This is an optimization exercise on Yosys and OpenROAD, whose aim is small area, not a production implementation. Function was checked by simulation only, so behaviour that the tests miss may differ from the original. No activity file was given, so power comes from the tool's default toggle rates.

==> flow/design.v <==
module BCD_to_seg(num, seg_out, dot); 
	input[3:0] num; 
	input dot;
	output reg[0:7] seg_out; 
	always@(*) begin
		case(num)
			0: seg_out = {7'b0000001, dot};
			1: seg_out = {7'b1001111, dot};
			2: seg_out = {7'b0010010, dot};
			3: seg_out = {7'b0000110, dot};
			4: seg_out = {7'b1001100, dot};
			5: seg_out = {7'b0100100, dot};
			6: seg_out = {7'b0100000, dot};
			7: seg_out = {7'b0001111, dot};
			8: seg_out = {7'b0000000, dot};
			9: seg_out = {7'b0000100, dot};
			10:seg_out = {7'b0001000, dot};
			11:seg_out = {7'b1100000, dot};
			14:seg_out = {7'b0110000, dot};
			15:seg_out = {7'b1110001, dot};
			default: seg_out = 8'b00110000;
		endcase
	end
endmodule
module checker_(clk, clr, ans, in, A, B, all4);
	input clk, clr;
	input[15:0] ans, in;
	output[2:0] A, B;
	output all4;
	reg[1:0] p;
	reg[3:0] x, y;
	wire[3:0] g = (p == 0) ? in[3:0] : (p == 1) ? in[7:4] : (p == 2) ? in[11:8] : in[15:12];
	wire[3:0] e = {ans[15:12] == g, ans[11:8] == g, ans[7:4] == g, ans[3:0] == g};
	wire ex = e[p];
	always@(posedge clk) begin
		if(clr)
			p <= 0;
		else
			p <= p + 2'd1;
		x <= {ex, x[3:1]};
		y <= {(e != 0) & ~ex, y[3:1]};
	end
	assign A = x[3] + x[2] + x[1] + x[0];
	assign B = y[3] + y[2] + y[1] + y[0];
	assign all4 = &x;
endmodule
module ansval(n, v);
	input[7:0] n;
	output reg[15:0] v;
	wire[2:0] ph = n[7:5], c5 = n[4:2];
	wire[1:0] c4 = n[1:0];
	wire[4:0] o5 = 5'b1 << c5;
	wire[1:0] c4_0 = c4 + 2'd0;
	wire[3:0] w4_0 = {c4_0 == 2, ~c4_0[1], c4_0[0], 1'b1};
	wire[1:0] c4_1 = c4 + 2'd1;
	wire[3:0] w4_1 = {c4_1 == 2, ~c4_1[1], c4_1[0], 1'b1};
	wire[1:0] c4_2 = c4 + 2'd2;
	wire[3:0] w4_2 = {c4_2 == 2, ~c4_2[1], c4_2[0], 1'b1};
	wire[1:0] c4_3 = c4 + 2'd3;
	wire[3:0] w4_3 = {c4_3 == 2, ~c4_3[1], c4_3[0], 1'b1};
	always@(*) begin
		case(ph)
			0: v = {{o5[3], o5[2], o5[0], o5[1]}, w4_2, w4_0, {o5[2], o5[1], o5[4], o5[0]}};
			1: v = {w4_0, {o5[2], o5[1], o5[4], o5[0]}, w4_3, w4_1};
			2: v = {w4_1, {o5[1], o5[0], o5[3], o5[4]}, {o5[4], o5[3], o5[1], o5[2]}, 4'd6};
			3: v = {w4_0, w4_2, {o5[3], o5[2], o5[0], o5[1]}, {o5[0], o5[4], o5[2], o5[3]}};
			4: v = {{o5[1], o5[0], o5[3], o5[4]}, w4_1, w4_3, {o5[2], o5[1], o5[4], o5[0]}};
			5: v = {{o5[3], o5[2], o5[0], o5[1]}, w4_2, w4_0, 4'd6};
			default: v = 16'h8763;
		endcase
	end
endmodule
module clock_(clk, rst, tick);
	parameter W = 8;
	parameter [W-1:0] TAPS = 8'hb8;   
	parameter [W-1:0] LAST = 8'h00;   
	input clk, rst;
	output tick;
	reg[W-1:0] s;
	reg tg;
	wire wrap = (s == LAST);
	wire fb = ^(s & TAPS);
	assign tick = wrap & ~tg;
	always@(posedge clk) begin
		if(rst) begin
			s <= {W{1'b1}};
			tg <= 0;
		end
		else begin
			s <= wrap ? {{(W-1){1'b1}}, 1'b0} : {s[W-2:0], fb};
			tg <= tg ^ wrap;
		end
	end
endmodule
module randGen(clk, rst, en, n);
	input clk, rst, en;
	output[7:0] n;
	reg[2:0] ph, c5, i;
	reg[1:0] c4;
	wire[2:0] nph = (ph == 5) ? 3'd0 : ph + 3'd1;
	assign n = {ph, c5, c4};
	always@(posedge clk) begin
		if(rst) begin
			ph <= 6;
			c5 <= 4;
			c4 <= 3;
			i <= 1;
		end
		else if(en) begin
			if(i == 0) begin
				ph <= nph;
				i <= nph + 3'd2;
				if(nph == 0) begin
					c5 <= (c5 == 4) ? 3'd0 : c5 + 3'd1;
					c4 <= c4 + 2'd1;
				end
			end
			else
				i <= i - 3'd1;
		end
	end
endmodule
module Guess(clk, rst, in, seg_out, led_out);
	input clk;
	input rst;
	input[0:12] in;
	output[0:31] seg_out;
	output reg[0:9] led_out;
	localparam S_INIT0 = 3'd0, S_INITC = 3'd1, S_INPUT = 3'd2, S_SHOW = 3'd3, S_WIN = 3'd4, S_LOSE = 3'd5;
	localparam K_TITLE = 3'd0, K_GUESS = 3'd1, K_RES = 3'd2, K_F05E = 3'd3, K_ANS = 3'd4;
	wire tick_1, tick_rnd, tick_display;
	wire[7:0] rnd;
	clock_ #(8, 8'hb8, 8'h4f) u_clk_1(clk, rst, tick_1);
	clock_ #(4, 4'hc, 4'ha) u_clk_rnd(clk, rst, tick_rnd);
	clock_ #(5, 5'h14, 5'h10) u_clk_display(clk, rst, tick_display);
	randGen u_rand(clk, rst, tick_rnd, rnd);
	reg[2:0] state, kind;
	reg[3:0] hp_v;
	reg[7:0] ans;
	reg[15:0] guess_num;
	reg[1:0] sel_num;
	wire init = (state == S_INIT0) || (state == S_INITC);
	reg l_mode, l_b11;
	reg[7:0] l_x;
	wire l_rst = l_mode & l_x[7];
	wire l_b10 = l_x[0], l_b12 = l_x[1];
	wire[15:0] ans_v;
	ansval u_ans(ans, ans_v);
	wire[2:0] A, B;
	wire all4;
	checker_ u_check(clk, tick_display & l_rst, ans_v, guess_num, A, B, all4);
	reg[2:0] n_state, n_kind;
	reg[3:0] n_hp_v;
	reg[7:0] n_ans;
	reg[15:0] n_guess_num;
	reg[1:0] n_sel_num;
	always@(*) begin
		n_state = state;
		n_kind = kind;
		n_hp_v = hp_v;
		n_ans = ans;
		n_guess_num = guess_num;
		n_sel_num = sel_num;
		if(l_rst) begin
			n_state = S_INIT0;
			n_kind = K_TITLE;
			n_hp_v = 10;
			n_ans = 8'hc0;
			n_guess_num = 0;
			n_sel_num = 0;
		end
		else if(~l_mode) begin
			case(state)
				S_INIT0, S_INITC: begin
					n_hp_v = 10;
					n_ans = l_x;
					n_sel_num = 0;
					n_kind = K_TITLE;
					n_guess_num = 0;
					if((state == S_INITC && guess_num[3:0] == 15) || l_b11)
						n_state = S_INPUT;
					else begin
						n_state = S_INITC;
						n_guess_num[3:0] = (state == S_INITC) ? guess_num[3:0] + 4'd1 : 4'd1;
					end
				end
				S_INPUT: begin
					if(l_b10)
						case(sel_num)
							0: n_guess_num[15:12] = (guess_num[15:12] == 9) ? 4'd0 : guess_num[15:12] + 4'd1;
							1: n_guess_num[11:8] = (guess_num[11:8] == 9) ? 4'd0 : guess_num[11:8] + 4'd1;
							2: n_guess_num[7:4] = (guess_num[7:4] == 9) ? 4'd0 : guess_num[7:4] + 4'd1;
							3: n_guess_num[3:0] = (guess_num[3:0] == 9) ? 4'd0 : guess_num[3:0] + 4'd1;
						endcase
					if(l_b11)
						n_sel_num = sel_num + 2'd1;
					if(l_b12) begin
						n_state = S_SHOW;
						if(!all4) begin
							if(hp_v != 0) begin
								if(hp_v == 1)
									n_state = S_LOSE;
								n_hp_v = hp_v - 1;
							end
						end
						else
							n_state = S_WIN;
					end
					n_kind = K_GUESS;
				end
				S_SHOW: begin
					n_kind = K_RES;
					if(l_b11)
						n_state = S_INPUT;
				end
				S_WIN: begin
					if(l_b11)
						n_state = S_INIT0;
				end
				S_LOSE: begin
					n_kind = l_b10 ? K_ANS : K_F05E;
					if(l_b11)
						n_state = S_INIT0;
				end
				default: begin
				end
			endcase
		end
		else begin
			if(l_b10 && !init)
				n_state = S_INIT0;
			if(l_b11 && hp_v < 10)
				n_hp_v = hp_v + 1;
			if(l_b12)
				n_kind = K_ANS;
		end
	end
	always@(posedge clk) begin
		if(tick_display) begin
			state <= n_state;
			kind <= n_kind;
			hp_v <= n_hp_v;
			ans <= n_ans;
			guess_num <= n_guess_num;
			sel_num <= n_sel_num;
		end
	end
	always@(posedge clk) begin
		if(rst) begin
			l_mode <= 1;
			l_b11 <= 0;
			l_x <= 8'h80;
		end
		else if(tick_1) begin
			l_mode <= in[9];
			l_b11 <= ~in[11];
			if(init && !in[9])
				l_x <= rnd;
			else
				l_x <= {6'd0, ~in[12], ~in[10]};
		end
		else if(tick_display) begin
			l_mode <= 1;
			l_b11 <= 0;
			l_x <= 0;
		end
	end
	wire[9:0] hp = (10'd1 << n_hp_v) - 10'd1;
	always@(posedge clk) begin
		if(tick_display) begin
			if(n_state == S_WIN)
				led_out <= {led_out[1:9], led_out[0]};
			else
				led_out <= hp;
		end
	end
	reg[15:0] val;
	always@(*) begin
		case(kind)
			K_TITLE: val = 16'h1a2b;
			K_GUESS: val = guess_num;
			K_RES: val = {1'b0, A, 4'ha, 1'b0, B, 4'hb};
			K_F05E: val = 16'hf05e;
			default: val = ans_v;
		endcase
	end
	BCD_to_seg u_seg0(val[15:12], seg_out[0:7], sel_num != 0);
	BCD_to_seg u_seg1(val[11:8], seg_out[8:15], sel_num != 1);
	BCD_to_seg u_seg2(val[7:4], seg_out[16:23], sel_num != 2);
	BCD_to_seg u_seg3(val[3:0], seg_out[24:31], sel_num != 3);
endmodule
==> flow/config.mk <==
export PLATFORM = sky130hd
export DESIGN_NAME = Guess
export DESIGN_NICKNAME = Guess
export VERILOG_FILES = /design/flow/design.v
export SDC_FILE = /design/flow/constraint.sdc
export NUM_CORES = 4
export LEC_CHECK = 0
export ABC_AREA = 1
export CAP_MARGIN = 20
export CORE_MARGIN = 2
export CORE_UTILIZATION = 70
export SLEW_MARGIN = 20
==> flow/constraint.sdc <==
create_clock -name core_clock -period 20.0 [get_ports {clk}]
set_input_delay 4.0000 -clock core_clock [delete_from_list [all_inputs] [get_ports {clk}]]
set_output_delay 4.0000 -clock core_clock [all_outputs]
set_load 0.01 [all_outputs]
standard.sh (not shown) runs the stock make flow with config.mk's settings and CLKGATE_MAP_FILE= SYNTH_SCRIPT=/design/flow/synth_recipe.tcl, a recipe that flattens the netlist after the stock synthesis.
==> flow/flow/run.sh <==
#!/bin/bash
# Own flow: the standard synthesis, then the combinational logic re-mapped
# with a stronger ABC script (flip-flops untouched), then the standard
# layout, with port buffers of the smallest buffer cell.
set -euo pipefail
W=$(pwd)
F=$W/flow
R=$W/orfs/results/$FLOW_PLATFORM/Guess/base
LIB=$FLOW_HOME/platforms/$FLOW_PLATFORM/lib/sky130_fd_sc_hd__tt_025C_1v80.lib
bash standard.sh synth > $W/synth_standard.log 2>&1
cp $R/1_2_yosys.v $W/1_2_yosys_standard.v
python3 $F/cellmap.py $LIB $W/1_2_yosys_standard.v $W/cellmap.v > $W/cellmap.log 2>&1
LIB=$LIB NET=$W/1_2_yosys_standard.v TOP=$FLOW_TOP MAPV=$W/cellmap.v \
  ABCSCRIPT=$F/abc.script DONTUSE="$(cat $F/dontuse.txt)" STAT=$W/remap_stat.txt \
  OUTV=$W/1_2_yosys_remapped.v yosys -c $F/remap.tcl > $W/remap.log 2>&1
cp $W/1_2_yosys_remapped.v $R/1_2_yosys.v
bash standard.sh "BUFFER_PORTS_ARGS=-buffer_cell sky130_fd_sc_hd__buf_1" finish > $W/layout.log 2>&1
Other scripts of this flow, unchanged in this note and not shown: flow/flow/abc.script, flow/flow/cellmap.py, flow/flow/dontuse.txt, flow/flow/remap.tcl
==> next run, changes <==
--- a/flow/flow/run.sh
+++ b/flow/flow/run.sh
@@ -16,2 +16,2 @@
 cp $W/1_2_yosys_remapped.v $R/1_2_yosys.v
-bash standard.sh "BUFFER_PORTS_ARGS=-buffer_cell sky130_fd_sc_hd__buf_1" finish > $W/layout.log 2>&1
+bash standard.sh "BUFFER_PORTS_ARGS=-buffer_cell sky130_fd_sc_hd__buf_1" "CTS_ARGS=-sink_clustering_enable -repair_clock_nets -buf_list sky130_fd_sc_hd__clkbuf_16 -root_buf sky130_fd_sc_hd__clkbuf_16 -sink_clustering_size 50 -sink_clustering_max_diameter 300 -dont_use_dummy_load" finish > $W/layout.log 2>&1
Outcome:
- The changed run went through all stages and came out clean
- count of clock-buffer cells in the layout came out lower by 1
- die area is unchanged
- final area goes up by 0.67%
==> next run, changes <==
--- a/flow/flow/run.sh
+++ b/flow/flow/run.sh
@@ -16,2 +16,2 @@
 cp $W/1_2_yosys_remapped.v $R/1_2_yosys.v
-bash standard.sh "BUFFER_PORTS_ARGS=-buffer_cell sky130_fd_sc_hd__buf_1" "CTS_ARGS=-sink_clustering_enable -repair_clock_nets -buf_list sky130_fd_sc_hd__clkbuf_16 -root_buf sky130_fd_sc_hd__clkbuf_16 -sink_clustering_size 50 -sink_clustering_max_diameter 300 -dont_use_dummy_load" finish > $W/layout.log 2>&1
+bash standard.sh "BUFFER_PORTS_ARGS=-buffer_cell sky130_fd_sc_hd__buf_1" "CTS_ARGS=-sink_clustering_enable -repair_clock_nets -buf_list sky130_fd_sc_hd__clkbuf_8 -root_buf sky130_fd_sc_hd__clkbuf_8 -dont_use_dummy_load" finish > $W/layout.log 2>&1
The new run ran to the end with no violations. Synthesized cell count stays the same. Combinational power is about the same. Via count shrinks by 1.7%. Total power shrinks by 11%. Utilization shrinks by 1.4 points. Global-route usage shrinks by 1.0 points. Flip-flop and latch count is unchanged. Critical path depth grows by 4.
==> next run, changes <==
--- a/flow/flow/run.sh
+++ b/flow/flow/run.sh
@@ -16,2 +16,2 @@
 cp $W/1_2_yosys_remapped.v $R/1_2_yosys.v
-bash standard.sh "BUFFER_PORTS_ARGS=-buffer_cell sky130_fd_sc_hd__buf_1" "CTS_ARGS=-sink_clustering_enable -repair_clock_nets -buf_list sky130_fd_sc_hd__clkbuf_8 -root_buf sky130_fd_sc_hd__clkbuf_8 -dont_use_dummy_load" finish > $W/layout.log 2>&1
+bash standard.sh "BUFFER_PORTS_ARGS=-buffer_cell sky130_fd_sc_hd__buf_1" "CTS_ARGS=-sink_clustering_enable -repair_clock_nets -buf_list sky130_fd_sc_hd__clkbuf_4 -root_buf sky130_fd_sc_hd__clkbuf_8 -sink_clustering_size 12 -sink_clustering_max_diameter 50 -dont_use_dummy_load" finish > $W/layout.log 2>&1
After rerunning: The changed run passed the timing, DRC and antenna checks; area after synthesis does not change; core utilization is unchanged; global-route usage stays the same; first-iteration DRC count stays the same; via count does not change; wire length does not change; worst setup slack stays the same.

[what the ideal ports hide]
The results above use ideal ports. As a check the final layouts listed here were re-extracted and re-timed, cells and wires unchanged.
Step 1 assumes that a clkbuf_16 drives the clock port and a buf_2 every other input.
Step 2 also shifts input and output timing later by t, the mid clock arrival at the registers, as if the neighbouring blocks saw the same clock.
Slacks: ideal ports / drivers / drivers and shift; pairs: ideal ports / drivers.
| run | shift t [ns] | slack for setup (ns) | slew at the worst register clock pin (ns) |
|---|---|---|---|
| the first run | 0.407 | 11.855 / 11.820 / 12.227 | 0.11 / 0.11 |
| the second run | 0.360 | 11.910 / 11.875 / 12.236 | 0.07 / 0.07 |
| the third run | 0.374 | 11.914 / 11.884 / 12.258 | 0.09 / 0.09 |
| the fourth run | 0.374 | 11.914 / 11.884 / 12.258 | 0.09 / 0.09 |
After both steps every run listed still meets setup and hold.
